What follows belongs to an exercise in optimizing a design on an open flow for small area, a short achievable clock period and few clock cycles per item; a production flow would make more cautious choices.
The RTL was checked by simulation tests, not by an equivalence proof against the original design.
Power is estimated from default activity; no workload was simulated.

==> flow/design.v, too long to show whole: its modules and the start of the top module <==
// module pm32: 1239 lines
// module ENG: 8 lines
// module EONE: 7 lines
// module ETWO: 8 lines
// module XN: 7 lines
// module SEL: 9 lines
// module FA: 10 lines
// module XR: 7 lines
// module FSA: 10 lines
// module FSAN: 10 lines
// module XRN: 7 lines
// module G0: 7 lines
// module G1: 7 lines
// module G2: 7 lines
// module G3: 7 lines
// module H0: 7 lines
// module H1: 7 lines
// module H2: 8 lines
// module H3: 7 lines
// module H4: 8 lines
// module H5: 8 lines
// module H6: 8 lines
// module H7: 6 lines
// module H8: 7 lines
module pm32 (
    input  logic          clk,
    input  logic          rst,
    input  logic          start,
    input  logic [31:0]   mc,
    input  logic [31:0]   mp,
    output logic [63:0]   p,
    output logic          done,
    input  logic          op  
);
  // ...
==> flow/flow/run.sh <==
#!/bin/bash
# The standard layout, with the port buffers chosen here instead of by
# buffer_ports itself (it picks a slow delay buffer on sky130hd): buf_4 on the
# inputs, which feed the multiplier's wide fanout, and buf_1 on the outputs.
set -euo pipefail
export DONT_BUFFER_PORTS=1
export PRE_GLOBAL_PLACE_TCL="$PWD/flow/ports.tcl"
export POST_GLOBAL_PLACE_TCL="$PWD/flow/ports_post.tcl"
bash standard.sh > standard.log 2>&1
==> flow/flow/ports.tcl <==
# Sourced by ORFS's global_place.tcl before placement (DONT_BUFFER_PORTS=1
# skips its own buffer_ports call): every input and output port gets a buffer.
# They are kept from remove_buffers, which runs next, by dont_touch until
# placement is done (ports_post.tcl).
buffer_ports -inputs -buffer_cell sky130_fd_sc_hd__buf_4
buffer_ports -outputs -buffer_cell sky130_fd_sc_hd__buf_1
set port_bufs [concat [get_cells input*] [get_cells output*]]
puts "port buffers: [llength $port_bufs]"
set_dont_touch $port_bufs
==> flow/flow/ports_post.tcl <==
# Sourced by ORFS's global_place.tcl after placement: the port buffers may be
# resized again from here on.
set port_bufs [concat [get_cells input*] [get_cells output*]]
puts "port buffers after placement: [llength $port_bufs]"
unset_dont_touch $port_bufs
==> flow/standard.sh <==
#!/bin/bash
# synth_recipe.tcl (not shown) runs the flow's synth.tcl, then flattens the netlist and writes it again
# the make line also repeats each setting of config.mk as NAME=value (left out here)
make -C /OpenROAD-flow-scripts/flow DESIGN_CONFIG=/design/flow/config.mk WORK_HOME=/design/flow/orfs CLKGATE_MAP_FILE= SYNTH_SCRIPT=/design/flow/synth_recipe.tcl "${@:-finish}"
==> flow/config.mk <==
export PLATFORM = sky130hd
export DESIGN_NAME = pm32
export DESIGN_NICKNAME = pm32
export VERILOG_FILES = /design/flow/design.v
export SDC_FILE = /design/flow/constraint.sdc
export NUM_CORES = 4
export LEC_CHECK = 0
export CAP_MARGIN = 20
export CORE_MARGIN = 2
export CORE_UTILIZATION = 40
export SLEW_MARGIN = 20
export SYNTH_HIERARCHICAL = 1
==> flow/constraint.sdc <==
create_clock -name core_clock -period 5.0 [get_ports {clk}]
set_input_delay 1.0000 -clock core_clock [delete_from_list [all_inputs] [get_ports {clk}]]
set_output_delay 1.0000 -clock core_clock [all_outputs]
set_load 0.01 [all_outputs]
==> out/metrics.yaml, run 1 <==
path_class: "flip-flop to primary output"
routedWlPerCell_um: 24.4
synth-compound-area-share_pct: 18.4
clkLatencyLatePin_ps: 470
grt.busiest_layer: "met2"
seq_power_share_pct: 12.0
yosys.area_share.simple_pct: 4.44
ir_drop_mv: 0.592
clk_share_pct: 1.88
synth_fa_ha_area_share_pct: 32.7
utilization_pct: 46.4
h-tree-depth: 4
synth_xor_area_share_pct: 24.9
synth_seq_area_share_pct: 16.0
cts.repair.resized: 0
finClkSkew_ps: 0
path_cells: "inv_1 > nand2_1 > o21ai_1 > a21oi_2 > o21ai_1 > a21oi_2 > o21ai_1 > buf_4 > inv_1 > o21ai_2 > xnor2_1 > buf_4 > buf_1"
ys.flop_type: "edfxtp_1"
ys_warn_count: 7
initial_core_util_pct: 40.6
fp.dieW_um: 257
postSynthAreaPerCell_um2: 10.4
multi_input_area_share_pct: 71.1
netlist_area_mm2: 0.0257
synth_most_common_cell: "xnor2_1"
clock_path_buffers: 2
via_count: 21200
crit_path_max_incr_delay_ps: 690
rsz0062_at_grt: "false"
p_comb_mw: 20.9
run_status: "timing/DRC/antenna clean"
clkbuf_count: 18
Testbench counts, summed over its fixed seeds: cycles 1,600, items 1,600.
==> run 2: changes to the inputs <==
--- a/flow/config.mk
+++ b/flow/config.mk
@@ -8,5 +8,7 @@
 export CAP_MARGIN = 20
 export CORE_MARGIN = 2
 export CORE_UTILIZATION = 40
+export PLACE_DENSITY = 0.8
+export SETUP_SLACK_MARGIN = 0.45
 export SLEW_MARGIN = 20
 export SYNTH_HIERARCHICAL = 1
==> out/metrics.yaml, run 2 <==
drt_wl_total_um: 84000
place_ws_ps: -55.7
post_dp_cell_area_mm2: 0.0290
yosys-top-cells-count: "653 x xnor2_1, 528 x o22ai_1, 420 x fa_1"
run_status: "timing/DRC/antenna clean"
path_cells: "buf_4 > buf_4 > xnor2_2 > o22ai_1 > fa_1 > fa_1 > fa_1 > fa_1 > fa_1"
core_mm2: 0.0633
worst_setup_path_start_kind: "input port"
reg2reg_depth: 1
setup_ws_ps: 404
crit_start: "mp[11]"
power-per-cell-area_mw_per_mm2: 855
swShare_pct: 50.1
synthCells: 2473
drive_gt1_share_pct: 15.4
routedWlPerCell_um: 23.3  # -4.6%
seq_power_share_pct: 11.8  # -0.2 points
final_area_mm2: 0.0299
intPower_mw: 12.7
rr_endpoint: "done"
synth_most_common_cell: "xnor2_1"
fp.dieArea_mm2: 0.0663
viasPerCell: 6.03
crit_path_max_fanout: 13
cp-end-kind: "flip-flop"
ys_warn_count: 7  # unchanged
clockRootBuffer: "clkbuf_16"
finalSetupViolations: 0
hold_viol: 0
clkLatencyLatePin_ps: 450  # -20 ps
max_freq_mhz: 218
largestRegisters: "rs: 51 flops, rc: 49 flops, rt: 23 flops"
die_h_um: 257
first_global_vias: 22000
io_pins: 133
postSynthAreaPerCell_um2: 10.4  # unchanged
crit_arrival_ps: 4770
synth_area_leaders: "fa_1 33%, xnor2_1 22%, edfxtp_1 16%, o22ai_1 13%, xor2_1 2.6%"
cp_top_family: "adder cells"
path_depth: 9
ant_nets: 0
synth_top_area_cell: "fa_1"
final_net_count: 3228
grt.total_usage_pct: 24.8
cellLeakagePower_nw: 10.4
place_hpwl_um: 67300
async_reset_ff_share_pct: 0.730
antenna_found_initial: 4
cts_made_buffers: 17
utilization_pct: 47.2  # +0.85 points
critPathMostFrequentCell: "fa_1"
ys.flop_type: "edfxtp_1"
worst_ep_required_time_ps: 5170
synth-seq-cells: 137
synth_cell_types: 20
final_common_cell: "xnor2_1"
drtIter0Drc: 2085
fp.dieW_um: 257  # unchanged
top_register: "rs"
crit_path_max_incr_delay_ps: 800  # +110 ps
initial_core_util_pct: 40.6  # unchanged
slew_viol_final: 0
netlist_area_mm2: 0.0257  # unchanged
ir_drop_mv: 0.681  # +15%
hold_class: "input port to async pin"
cts.sinks: 137
path_class: "input port to flip-flop"
area_delta_synth_final_pct: 16.4
crit_buf_inv: 2
grt_overflow: 0
total_power_mw: 25.6
whs_ps: 379
ff2ff_setup_slack_ps: 4270
synth_edf_count: 136
fillers: 5709
drc: 0
slew-limit-headroom_pct: 32.8
grt_pass1_wl_um: 126000
finClkSkew_ps: 0  # unchanged
tightest_slew_ps: 1000
clkPwrFrac_pct: 5.3
pwr-share-comb_pct: 82.9
synth_top_area_share_pct: 32.7
grt_max_degree: 79
drv_cap: 0
clk_pin_slew_ps: 80
via_count: 21700  # +2.5%
rows: 92
cts_tree: "done"
crit_end: "rt[36]"
rsz0062_at_grt: "true"
switching_power_mw: 12.8
io_buffers: 131
synth_seq_area_share_pct: 16.0  # unchanged
finalCritPeriodShare_pct: 91.9
min_period_ps: 4600
h-tree-depth: 4  # unchanged
final_cell_mix: "621 x xnor2_1, 528 x o22ai_1, 420 x fa_1, 202 x buf_4, 137 x nand2_1"
largest_register_ffs: 51
crit_slowest_cell: "xnor2_2"
clock_path_buffers: 2  # unchanged
first_pass_iters: 6
crit-reg2reg-launch: "done"
==> run 2: cell types whose count changed in the layout (fill, tap and decap cells not counted), moves of 3 or more <==
cell	before	now
xnor2_4	0	13
o21ai_1	88	84
xnor2_1	637	621
xnor2_2	16	21
a21oi_2	80	67
inv_8	0	4
buf_12	44	23
o21ai_2	20	24
diode_2	1	4
clkinvlp_4	4	0
a21oi_4	0	15
nor2_1	78	70
buf_4	149	202
nor2_2	0	8
==> run 2: power groups by stage <==
stage	Sequential, mW	Clock (mW)	Combinational (mW)
2_1_floorplan	3.00	0	14.3
3_3_place_gp	3.02	0	19.9
3_5_place_dp	3.04	0	20.5
4_1_cts	3.02	1.38	20.6
5_1_grt	3.09	1.42	23.0
6_report	3.02	1.36	21.2
==> run 2: cell families (layout without fill, tap and decap cells) <==
kind of cell               Yosys count  in the layout  synth area share [%]
AOI/OAI and AO/OA                  732            734                  18.4
xor gates and xnor gates           730            732                  24.9
adders and majority gates          420            420                  32.7
buffers and inverters              187            457                  3.49
DFF                                137            137                  16.0
other                                2             12                0.0292
and+or+nand+nor                    265            265                  4.44
==> run 2: layout make-up <==
class | instances | area (um^2) | share of cell area [%]
Timing Repair Buffer | 238 | 1830 | 6.12
Buffer | 52 | 390 | 1.31
Sequential cell | 137 | 4110 | 13.7
Inverter | 135 | 507 | 1.69
Clock inverter | 15 | 199 | 0.665
Antenna cell | 4 | 10.0 | 0.0335
Clock buffer | 17 | 425 | 1.42
Tap cell | 846 | 1060 | 3.54
Multi-Input combinational cell | 2159 | 21400 | 71.5
==> run 2: per-stage QoR <==
| stage | instances | TNS [ps] |
|---|---|---|
| after global routing | 3602 | 0 |
| final | 3603 | 0 |
| after CTS | 3593 | 0 |
| after floorplan | 2479 | 0 |
| after detailed placement | 3561 | -55.7 |
| after global placement | 3561 | 0 |
==> run 2: what timing repair did <==
item,in CTS,in global routing
gates cloned,0,4
pin swaps,1,5
endpoints found under the setup margin,3,34
setup buffers,0,2
hold buffers,0,0
gates resized for setup,2,31
==> run 2: worst min path at each step <==
| stage | startpoint | slack (ps) | to |
|---|---|---|---|
| finish | rst | 380 | done |
| global route | rst | 370 | done |
| CTS | rst | 370 | done |
| detailed placement | done | 490 | done |
| global placement | done | 450 | done |
| floorplan | done | 500 | done |
==> run 2: Yosys stat by module (local to each module, per instance), excerpt <==
module / cell area, um^2 / times used / flops+latches / cells inside
pm32: 4910 / 1 / 137 / 298
H8: 8.76 / 19 / 0 / 1
H1: 3.75 / 110 / 0 / 1
H4: 8.76 / 57 / 0 / 1
ENG: 11.3 / 16 / 0 / 1
EONE: 8.76 / 16 / 0 / 1
H3: 3.75 / 64 / 0 / 1
SEL: 6.26 / 528 / 0 / 1
ETWO: 18.8 / 16 / 0 / 3
G1: 3.75 / 27 / 0 / 1
H6: 12.5 / 7 / 0 / 2
H7: 3.75 / 2 / 0 / 1
H2: 5.00 / 88 / 0 / 1
H5: 12.5 / 20 / 0 / 2
FA: 20.0 / 420 / 0 / 1
==> run 2: layer usage <==
layer | up-vias | part of all wire (%) | global-route usage (%)
met3 | 287 | 11 | 5.86
met1 | 10700 | 37 | 30.2
met5 | - | 0 | 0
li1 | 9323 | - | -
met4 | 0 | 5.9 | 12.9
met2 | 1404 | 47 | 40.7
==> run 3: changes to the inputs <==
--- a/flow/config.mk
+++ b/flow/config.mk
@@ -9,6 +9,6 @@
 export CORE_MARGIN = 2
 export CORE_UTILIZATION = 40
 export PLACE_DENSITY = 0.8
-export SETUP_SLACK_MARGIN = 0.45
+export SETUP_SLACK_MARGIN = 0.75
 export SLEW_MARGIN = 20
 export SYNTH_HIERARCHICAL = 1
==> out/metrics.yaml, run 3 <==
run_status: "timing/DRC/antenna clean"
synth-seq-cells: 137  # unchanged
whs_ps: 374  # -5.03 ps
clk_pin_slew_ps: 70  # about the same
synth_cell_types: 20  # unchanged
post_dp_cell_area_mm2: 0.0294  # +1.2%
synth_area_leaders: "fa_1 33%, xnor2_1 22%, edfxtp_1 16%, o22ai_1 13%, xor2_1 2.6%"
ys.flop_type: "edfxtp_1"
initial_core_util_pct: 40.6  # unchanged
synth_fa_ha_area_share_pct: 32.7  # unchanged
placed_cells: 3564  # +0.084%
grt_overflow: 0  # unchanged
cp-end-kind: "flip-flop"
finalCritPeriodShare_pct: 87.0  # -4.9 points
cts_made_buffers: 17  # unchanged
final_area_mm2: 0.0324  # +8.5%
crit_arrival_ps: 4570  # -200 ps
drtIter0Drc: 2819  # +35%
drc: 0  # unchanged
async_reset_ff_share_pct: 0.730  # unchanged
fillers: 5278  # -7.5%
area_delta_synth_final_pct: 26.3
synth_top_area_share_pct: 32.7  # unchanged
synth_xor_area_share_pct: 24.9  # unchanged
h-tree-depth: 4  # unchanged
yosys-top-cells-count: "653 x xnor2_1, 528 x o22ai_1, 420 x fa_1"
fp.dieArea_mm2: 0.0663  # unchanged
synth_most_common_cell: "xnor2_1"
layoutNonFillerInstCount: 3703  # +2.8%
largest_register_ffs: 51  # unchanged
hold_class: "input port to async pin"
netlist_area_mm2: 0.0257  # unchanged
first_pass_iters: 10  # +4
ys_warn_count: 7  # unchanged
tightest_slew_ps: 920  # -83.7 ps
fin_tns_setup_ps: 0  # unchanged
clkLatencyLatePin_ps: 450  # about the same
synthCells: 2473  # unchanged
clockRootBuffer: "clkbuf_16"
crit_path_max_fanout: 23  # +10
final_cell_mix: "594 x xnor2_1, 485 x o22ai_1, 380 x fa_1, 257 x buf_4, 136 x edfxtp_1"
path_class: "input port to flip-flop"
min_period_ps: 4350  # -244 ps
slew-limit-headroom_pct: 38.7  # +5.9 points
slew_viol_final: 0  # unchanged
grt_max_degree: 71  # -10%
worst_ep_required_time_ps: 5210  # +40 ps
yosys.area_share.simple_pct: 4.44  # unchanged
postSynthAreaPerCell_um2: 10.4  # unchanged
grt.total_usage_pct: 25.9  # +1.2 points
cts.sinks: 137  # unchanged
synth_seq_area_share_pct: 16.0  # unchanged
via_count: 23100  # +6.6%
synthMuxAreaShare_pct: 0  # unchanged
grt_pass1_wl_um: 131000  # +3.9%
io_buffers: 131  # unchanged
synth_edf_count: 136  # unchanged
finClkSkew_ps: 0  # unchanged
ant_nets: 0  # unchanged
synth-compound-area-share_pct: 18.4  # unchanged
finalSetupViolations: 0  # unchanged
die_h_um: 257  # unchanged
clock_path_buffers: 2  # unchanged
hold_viol: 0  # unchanged
synth_top_family_by_area: "adder cells"
synth_top_area_cell: "fa_1"
total_power_mw: 29.2  # +14%
power-per-cell-area_mw_per_mm2: 901  # +5.4%
drv_cap: 0  # unchanged
multi_input_area_mm2: 0.0227  # +6.1%
cts_tree: "done"
final_common_cell: "xnor2_1"
final_net_count: 3327  # +3.1%
cellLeakagePower_nw: 11.5  # +10%
worst_setup_path_start_kind: "input port"
viasPerCell: 6.25  # +3.7%
drt_wl_total_um: 93900  # +12%
cts_hold_buf: 0  # unchanged
rows: 92  # unchanged
place_hpwl_um: 69000  # +2.6%
first_global_vias: 22900  # +4.0%
top_register: "rs"
core_mm2: 0.0633  # unchanged
ff_latch_area_mm2: 0.00411  # unchanged
max_freq_mhz: 230  # +5.6%
routedWlPerCell_um: 25.3  # +8.8%
io_pins: 133  # unchanged
largestRegisters: "rs: 51 flops, rc: 49 flops, rt: 23 flops"
drive_gt1_share_pct: 26.2  # +11 points
antenna_found_initial: 5  # +1
rsz0062_at_grt: "true"
fp.dieW_um: 257  # unchanged
ir_drop_mv: 0.821  # +21%
[run 3: timing repair]
item,CTS,global route
cloned,4,15
pin swaps,21,108
setup endpoints to repair,59,68
buffers inserted,18,65
resized for setup,85,211
[run 3: cell type report]
class / instances / share of cell area, %
Antenna cell: 5 / 0.0386
Buffer: 52 / 1.20
Clock buffer: 17 / 1.31
Clock inverter: 15 / 0.420
Inverter: 135 / 1.56
Multi-Input combinational cell: 2161 / 69.9
Sequential cell: 137 / 12.7
Tap cell: 846 / 3.26
Timing Repair Buffer: 335 / 9.62
[run 3: power by group]
| group | total, mW | switching, mW | internal [mW] |
|---|---|---|---|
| Sequential | 3.04 | 0.294 | 2.75 |
| Combinational | 25.0 | 13.7 | 11.3 |
| Clock | 1.24 | 0.586 | 0.653 |
[run 3: layer usage]
| metal | wire (um) | up-vias | global-route usage (%) |
|---|---|---|---|
| li1 | - | 9519 | - |
| met1 | 32300 | 11300 | 30.7 |
| met2 | 42100 | 1805 | 41.4 |
| met3 | 12300 | 500 | 7.78 |
| met4 | 7160 | 0 | 16.0 |
| met5 | 0 | - | 0 |
[run 3: kinds of logic (layout without fill, tap and decap cells)]
logic type | Yosys count | in the layout
adders and majority gates | 420 | 420
xor gates and xnor gates | 730 | 732
buffers and inverters | 187 | 554
other | 2 | 13
and+or+nand+nor | 265 | 265
AOI/OAI and AO/OA | 732 | 736
DFF | 137 | 137
[run 3: modules after synthesis (local to each module, per instance), excerpt]
module	area [um^2]	cells inside	flip-flops and latches
FA	20.0	1	0
H6	12.5	2	0
ETWO	18.8	3	0
XN	8.76	1	0
H7	3.75	1	0
G3	3.75	1	0
H8	8.76	1	0
G2	6.26	1	0
H4	8.76	1	0
G0	8.76	1	0
[run 3: critical path, cell delays in order]
cell,delay [ps]
buf_4,150
buf_12,190
buf_6,180
xnor2_1,350
o22ai_1,190
fa_1,560
fa_1,420
fa_1,460
fa_1,410
fa_1,440
xor2_1,180
[run 3: path summary, 6_finish.rpt]
check / startpoint / to / slack (ps) / depth (start not counted)
max: mp[7] / rt[31] / 650 / 11
min: rst / done / 370 / 2
max reg2reg: done / done / 4290 / 1
min reg2reg: done / done / 470 / 1
max in group asynchronous: rst / done / 4540 / 2
min in group core_clock: done / done / 470 / 1
[run 3: per-stage QoR]
step                      worst slack (ps)  utilization, %
after floorplan                        560               -
after global placement                 102            46.4
after detailed placement              42.1            46.4
after CTS                              665            48.3
after global routing                   568            51.2
final                                  648            51.3
==> run 4: changes to the inputs <==
--- a/flow/config.mk
+++ b/flow/config.mk
@@ -9,6 +9,6 @@
 export CORE_MARGIN = 2
 export CORE_UTILIZATION = 40
 export PLACE_DENSITY = 0.8
-export SETUP_SLACK_MARGIN = 0.75
+export SETUP_SLACK_MARGIN = 0.6
 export SLEW_MARGIN = 20
 export SYNTH_HIERARCHICAL = 1
==> out/metrics.yaml, run 4 <==
run_status: "timing/DRC/antenna clean"
crit_path_max_fanout: 7  # -70%
fp.dieArea_mm2: 0.0663  # unchanged
tightest_slew_ps: 783  # -136 ps
h-tree-depth: 4  # unchanged
grt_pass1_wl_um: 130000  # -0.92%
post_dp_cell_area_mm2: 0.0291  # -0.77%
dr.max_layer_used: "met5"
initial_core_util_pct: 40.6  # unchanged
clk_pin_slew_ps: 70  # about the same
cellLeakagePower_nw: 10.8  # -6.3%
io_buffers: 131  # unchanged
finalSetupViolations: 0  # unchanged
place_hpwl_um: 66600  # -3.6%
via_count: 22100  # -4.7%
final_common_cell: "xnor2_1"
fp.dieW_um: 257  # unchanged
placed_cells: 3545  # -0.53%
crit-reg2reg-launch: "done"
met1_length_um: 31800  # -1.4%
area_delta_synth_final_pct: 20.2
viasPerCell: 6.09  # -2.5%
finClkSkew_ps: 0  # unchanged
largest_register_ffs: 51  # unchanged
clockRootBuffer: "clkbuf_16"
final_area_mm2: 0.0309  # -4.8%
reg2reg_depth: 1  # unchanged
critPathMostFrequentCell: "fa_1"
crit_buf_inv: 2  # -1
synthCells: 2473  # unchanged
routedWlPerCell_um: 24.5  # -3.3%
hold_viol: 0  # unchanged
whs_ps: 369  # -4.85 ps
wl_met2_um: 40900  # -2.8%
cts_made_buffers: 17  # unchanged
ir_drop_mv: 0.591  # -28%
clock_path_buffers: 2  # unchanged
grt.total_usage_pct: 25.8  # -0.19 points
rsz0062_at_grt: "true"
cp_top_family: "adder cells"
total_power_mw: 27.1  # -7.5%
ff2ff_setup_slack_ps: 4270  # -20 ps
clkLatencyLatePin_ps: 460  # about the same
synth_top_area_share_pct: 32.7  # unchanged
hold_class: "input port to async pin"
finalCritPeriodShare_pct: 88.2  # +1.1 points
route.met3.wl_um: 10400  # -16%
final_cell_mix: "610 x xnor2_1, 516 x o22ai_1, 408 x fa_1, 194 x buf_4, 136 x edfxtp_1"
cts_tree: "done"
synth-seq-cells: 137  # unchanged
synth_seq_area_share_pct: 16.0  # unchanged
power-per-cell-area_mw_per_mm2: 876  # -2.8%
rows: 92  # unchanged
grt_overflow: 0  # unchanged
netlist_area_mm2: 0.0257  # unchanged
core_mm2: 0.0633  # unchanged
first_pass_iters: 6  # -4
largestRegisters: "rs: 51 flops, rc: 49 flops, rt: 23 flops"
die_h_um: 257  # unchanged
drive_gt1_share_pct: 18.7  # -7.5 points
cp-end-kind: "flip-flop"
max_freq_mhz: 227  # -1.3%
worst_ep_required_time_ps: 5180  # -30 ps
grt_max_degree: 80  # +13%
slew-limit-headroom_pct: 47.8  # +9.1 points
drv_cap: 0  # unchanged
drt_wl_total_um: 88700  # -5.5%
crit_path_max_incr_delay_ps: 560  # about the same
rr_endpoint: "done"
final_net_count: 3247  # -2.4%
synth_edf_count: 136  # unchanged
layoutNonFillerInstCount: 3619  # -2.3%
cts.sinks: 137  # unchanged
ant_nets: 0  # unchanged
drtIter0Drc: 2346  # -17%
path_depth: 10  # -1
min_period_ps: 4410  # +56.0 ps
top_register: "rs"
crit_slowest_cell: "fa_1"
crit_arrival_ps: 4590  # +20 ps
postSynthAreaPerCell_um2: 10.4  # unchanged
drc: 0  # unchanged
worst_setup_path_start_kind: "input port"
antenna_found_initial: 5  # unchanged
ys_warn_count: 7  # unchanged
path_class: "input port to flip-flop"
ys.flop_type: "edfxtp_1"
synth_top_area_cell: "fa_1"
synth_cell_types: 20  # unchanged
yosys-top-cells-count: "653 x xnor2_1, 528 x o22ai_1, 420 x fa_1"
synth_area_leaders: "fa_1 33%, xnor2_1 22%, edfxtp_1 16%, o22ai_1 13%, xor2_1 2.6%"
synth_most_common_cell: "xnor2_1"
fillers: 5633  # +6.7%
slew_viol_final: 0  # unchanged
async_reset_ff_share_pct: 0.730  # unchanged
io_pins: 133  # unchanged
first_global_vias: 21600  # -5.3%
path_cells: "buf_4 > nor3b_4 > buf_4 > a21oi_4 > o22ai_1 > fa_1 > fa_1 > fa_1 > fa_1 > fa_1"
run 4: cell families (layout without fill, tap and decap cells):
group,count (synthesis),in the layout,synth area share [%]
xor+xnor,730,732,24.9
flops,137,137,16.0
simple gates,265,265,4.44
fa+ha+maj,420,420,32.7
buf+inv,187,472,3.49
other cells,2,9,0.0292
compound gates,732,738,18.4
run 4: how the worst max path moves through the flow:
stage / startpoint / endpoint
finish: mp[12] / rt[36]
global route: rt[24] / p[58]
CTS: mp[12] / rc[10]
detailed placement: mp[11] / rt[42]
global placement: mp[11] / rt[42]
floorplan: mp[11] / rc[10]
run 4: repair_timing:
action | CTS | global route
buffers inserted | 2 | 28
setup endpoints to repair | 35 | 61
cloned | 3 | 8
hold buffers | 0 | 0
resized for setup | 24 | 102
pin swaps | 4 | 23
run 4: final cells by class:
class	count	area (um^2)	share of cell area, %
Timing Repair Buffer	253	2200	7.14
Antenna cell	1	2.50	0.00810
Multi-Input combinational cell	2163	22000	71.1
Inverter	135	507	1.64
Tap cell	846	1060	3.43
Clock buffer	17	425	1.38
Buffer	52	390	1.26
Clock inverter	15	219	0.709
Sequential cell	137	4110	13.3
run 4: where the power goes:
part | total, mW | internal [mW] | switching (mW) | leakage [nW]
Combinational | 22.6 | 9.98 | 12.6 | 9.12
Sequential | 3.02 | 2.75 | 0.273 | 1.34
Clock | 1.40 | 0.813 | 0.591 | 0.313
run 4: modules after synthesis, one instance, submodules excluded, a selection:
module	cell area (um^2)	times used	flip-flops and latches	cells
ENG	11.3	16	0	1
G0	8.76	58	0	1
H6	12.5	7	0	2
XN	8.76	528	0	1
ETWO	18.8	16	0	3
G1	3.75	27	0	1
H5	12.5	20	0	2
H2	5.00	88	0	1
H7	3.75	2	0	1
H3	3.75	64	0	1
run 4: layer usage:
metal | track usage, % | vias up
li1 | - | 9387
met1 | 31.8 | 10800
met2 | 41.9 | 1529
met3 | 6.34 | 333
met4 | 13.3 | 8
met5 | 0 | -
run 4: stage by stage:
| stage | util, % | TNS (ps) | setup WS [ps] |
|---|---|---|---|
| finish | 48.8 | 0 | 592 |
| global route | 48.8 | 0 | 474 |
| CTS | 47.3 | 0 | 527 |
| detailed placement | 46.0 | -42.0 | -42.0 |
| global placement | 46.0 | 0 | 53.0 |
| floorplan | - | 0 | 556 |
==> run 5: changes to the inputs <==
==> flow/flow/run.sh (replaced) <==
#!/bin/bash
# The standard layout, with the port buffers chosen here instead of by
# buffer_ports itself (it picks a slow delay buffer on sky130hd): buf_4 on the
# inputs, which feed the multiplier's wide fanout, and on the outputs.
set -euo pipefail
export DONT_BUFFER_PORTS=1
export PRE_GLOBAL_PLACE_TCL="$PWD/flow/ports.tcl"
export POST_GLOBAL_PLACE_TCL="$PWD/flow/ports_post.tcl"
bash standard.sh > standard.log 2>&1
--- a/flow/flow/ports.tcl
+++ b/flow/flow/ports.tcl
@@ -3,7 +3,7 @@
 # They are kept from remove_buffers, which runs next, by dont_touch until
 # placement is done (ports_post.tcl).
 buffer_ports -inputs -buffer_cell sky130_fd_sc_hd__buf_4
-buffer_ports -outputs -buffer_cell sky130_fd_sc_hd__buf_1
+buffer_ports -outputs -buffer_cell sky130_fd_sc_hd__buf_4
 set port_bufs [concat [get_cells input*] [get_cells output*]]
 puts "port buffers: [llength $port_bufs]"
 set_dont_touch $port_bufs
==> out/metrics.yaml, run 5 <==
run_status: "timing/DRC/antenna clean"
hold_viol: 0  # unchanged
drc: 0  # unchanged
place_hpwl_um: 67300  # +1.1%
synth_xor_area_share_pct: 24.9  # unchanged
postSynthAreaPerCell_um2: 10.4  # unchanged
slew_viol_final: 0  # unchanged
path_class: "input port to flip-flop"
power-per-cell-area_mw_per_mm2: 908  # +3.6%
crit_start: "mp[11]"
synth_top_family_by_area: "adder cells"
synth_most_common_cell: "xnor2_1"
area_delta_synth_final_pct: 20.2  # about the same
drv_cap: 0  # unchanged
swShare_pct: 48.3  # -1.7 points
fp.dieArea_mm2: 0.0663  # unchanged
drt_wl_total_um: 88800  # +0.12%
synth_cell_types: 20  # unchanged
grt.total_usage_pct: 26.2  # +0.46 points
antenna_found_initial: 4  # -1
cp-end-kind: "flip-flop"
synth_edf_count: 136  # unchanged
ys_warn_count: 7  # unchanged
worst_setup_path_start_kind: "input port"
synth_top_area_share_pct: 32.7  # unchanged
largest_register_ffs: 51  # unchanged
grt_overflow: 0  # unchanged
cts_hold_buf: 0  # unchanged
io_pins: 133  # unchanged
placed_cells: 3543  # -0.056%
ff2ff_setup_slack_ps: 4290  # +20 ps
clock_path_buffers: 2  # unchanged
tightest_slew_ps: 749  # -34.2 ps
die_h_um: 257  # unchanged
synth_area_leaders: "fa_1 33%, xnor2_1 22%, edfxtp_1 16%, o22ai_1 13%, xor2_1 2.6%"
first_global_vias: 22300  # +3.2%
slew-limit-headroom_pct: 50.1  # +2.3 points
crit_path_max_fanout: 7  # unchanged
routedWlPerCell_um: 24.6  # +0.43%
ys.flop_type: "edfxtp_1"
cts_made_buffers: 17  # unchanged
final_common_cell: "xnor2_1"
synthCells: 2473  # unchanged
async_reset_ff_share_pct: 0.730  # unchanged
whs_ps: 374  # +4.62 ps
initial_core_util_pct: 40.6  # unchanged
synth_seq_area_share_pct: 16.0  # unchanged
synth_fa_ha_area_share_pct: 32.7  # unchanged
via_count: 22100  # +0.041%
worst_ep_required_time_ps: 5190  # about the same
switching_power_mw: 13.5  # +0.15%
drtIter0Drc: 2496  # +6.4%
crit_arrival_ps: 4550  # -40 ps
ant_nets: 0  # unchanged
clkLatencyLatePin_ps: 460  # about the same
grt_max_degree: 80  # unchanged
final_cell_mix: "612 x xnor2_1, 515 x o22ai_1, 408 x fa_1, 252 x buf_4, 136 x edfxtp_1"
min_period_ps: 4370  # -41.7 ps
clkPwrFrac_pct: 4.8  # -0.4 points
hold_class: "input port to async pin"
top_register: "rs"
final_net_count: 3234  # -0.40%
cts_tree: "done"
io_buffers: 131  # unchanged
finalSetupViolations: 0  # unchanged
crit_end: "rt[34]"
netlist_area_mm2: 0.0257  # unchanged
layoutNonFillerInstCount: 3608  # -0.30%
cellLeakagePower_nw: 10.9  # +1.1%
reg2reg_depth: 1  # unchanged
seq_power_share_pct: 10.8  # -0.4 points
intPower_mw: 14.5  # +7.0%
crit-reg2reg-launch: "done"
ir_drop_mv: 0.786  # +33%
rr_endpoint: "done"
finalCritPeriodShare_pct: 87.3  # -0.83 points
h-tree-depth: 4  # unchanged
largestRegisters: "rs: 51 flops, rc: 49 flops, rt: 23 flops"
cts.sinks: 137  # unchanged
yosys-top-cells-count: "653 x xnor2_1, 528 x o22ai_1, 420 x fa_1"
synth_top_area_cell: "fa_1"
rows: 92  # unchanged
finClkSkew_ps: 0  # unchanged
pwr-share-comb_pct: 84.4  # +0.8 points
fp.dieW_um: 257  # unchanged
synthMuxAreaShare_pct: 0  # unchanged
grt_pass1_wl_um: 133000  # +2.1%
core_mm2: 0.0633  # unchanged
drive_gt1_share_pct: 20.2  # +1.4 points
clockRootBuffer: "clkbuf_16"
rsz0062_at_grt: "true"
max_freq_mhz: 229  # +0.95%
viasPerCell: 6.11  # +0.35%
synth-compound-area-share_pct: 18.4  # unchanged
synth-seq-cells: 137  # unchanged
yosys.area_share.simple_pct: 4.44  # unchanged
first_pass_iters: 8  # +2
clk_pin_slew_ps: 70  # about the same
## run 5: cell type report
class | instances | area, um^2
antenna | 3 | 7.51
buffer | 52 | 390
clock buffer | 17 | 425
clock inverter | 15 | 184
fill | 5559 | 32400
inverter | 135 | 507
multi-input combinational | 2160 | 21900
sequential | 137 | 4110
tap | 846 | 1060
timing repair buffer | 243 | 2340
## run 5: cells by family (layout without fill, tap and decap cells)
group / after synthesis / in the layout
flip-flops: 137 / 137
other: 2 / 11
XOR/XNOR: 730 / 732
adder cells (fa/ha/maj): 420 / 420
AO/OA/AOI/OAI: 732 / 735
buffers and inverters: 187 / 462
AND/OR/NAND/NOR: 265 / 265
## run 5: per-layer routing
layer	wire [um]	GRT usage (%)	vias to the layer above	share of wire (%)
met2	41100	42.3	1557	46
met5	9	0	-	0.010
met1	31900	31.8	10800	36
met3	9940	6.49	349	11
met4	5880	15.4	2	6.6
li1	-	-	9357	-
## run 5: power groups by stage
stage / logic [mW] / clock network (mW) / registers [mW]
after floorplan: 14.4 / 0 / 3.00
after global placement: 21.4 / 0 / 3.01
after detailed placement: 22.0 / 0 / 3.04
after CTS: 22.4 / 1.36 / 3.03
after global routing: 25.4 / 1.40 / 3.09
final: 23.7 / 1.34 / 3.03
## run 5: per-stage QoR
step	util (%)	setup TNS [ps]	power, mW	cell area, um^2	setup WS (ps)
floorplan	-	0	17.4	26300	556
global placement	46.5	0	24.4	29400	75.2
detailed placement	46.5	-32.2	25.0	29400	-28.6
CTS	47.8	0	26.8	30200	590
global route	48.8	0	29.9	30900	541
finish	48.8	0	28.0	30900	634
## run 5: what timing repair did
action | 4_1_cts | 5_1_grt
cloned | 3 | 3
pin swaps | 4 | 25
resized for setup | 30 | 67
endpoints found under the setup margin | 31 | 52
setup buffers | 4 | 20
## run 5: worst min path at each step
stage / cells after the start / start / slack [ps] / end
3_3_place_gp: 1 / done / 450 / done
3_5_place_dp: 1 / done / 460 / done
4_1_cts: 2 / rst / 340 / done
6_report: 2 / rst / 370 / done
5_1_grt: 2 / rst / 370 / done
2_1_floorplan: 1 / done / 500 / done
## run 5: critical path: stages
cell	delay, ps
buf_4	200
nor2b_4	180
a21oi_4	400
buf_6	190
o22ai_1	90
fa_1	520
fa_1	410
fa_1	590
fa_1	460
fa_1	490
## run 5: Yosys stat by module, one instance, submodules excluded, excerpt
module,cells,area (um^2),flops+latches,copies in the design
G0,1,8.76,0,58
G3,1,3.75,0,14
pm32,298,4910,137,1
G1,1,3.75,0,27
XN,1,8.76,0,528
H2,1,5.00,0,88
EONE,1,8.76,0,16
H7,1,3.75,0,2
H4,1,8.76,0,57
H1,1,3.75,0,110
G2,1,6.26,0,17
ENG,1,11.3,0,16
ETWO,3,18.8,0,16
H5,2,12.5,0,20

-- static timing again, ports no longer ideal --
Ports are ideal in the flow. The routed layouts listed here were re-timed in OpenROAD.
Step 1 sets driving cells, clkbuf_16 on the clock port and buf_2 on the other inputs (assumed; they add their load-dependent delay and slew).
Step 2 moves the port delays by t, midway between the first and last clock arrival at a register: inputs arrive t later, outputs are due t later. That takes back most of the time a late clock gives input paths.
Slacks: ideal ports / drivers / drivers and shift; pairs: ideal ports / drivers.
run | t (ns) | setup WS [ns] | hold WS [ns]
run 1 | 0.536 | 0.063 / 0.007 / 0.056 | 0.356 / 0.327 / 0.473
run 2 | 0.505 | 0.404 / 0.437 / -0.068 | 0.379 / 0.342 / 0.500
run 3 | 0.522 | 0.648 / 0.610 / 0.112 | 0.374 / 0.336 / 0.470
run 4 | 0.518 | 0.592 / 0.560 / 0.106 | 0.369 / 0.343 / 0.495
run 5 | 0.516 | 0.634 / 0.595 / 0.144 | 0.374 / 0.341 / 0.475
With both steps, setup timing fails in run 2, where it was met with ideal ports. The setup slack of run 3, which loses most, moves by -0.038 ns with the drivers and by -0.536 ns with both steps.
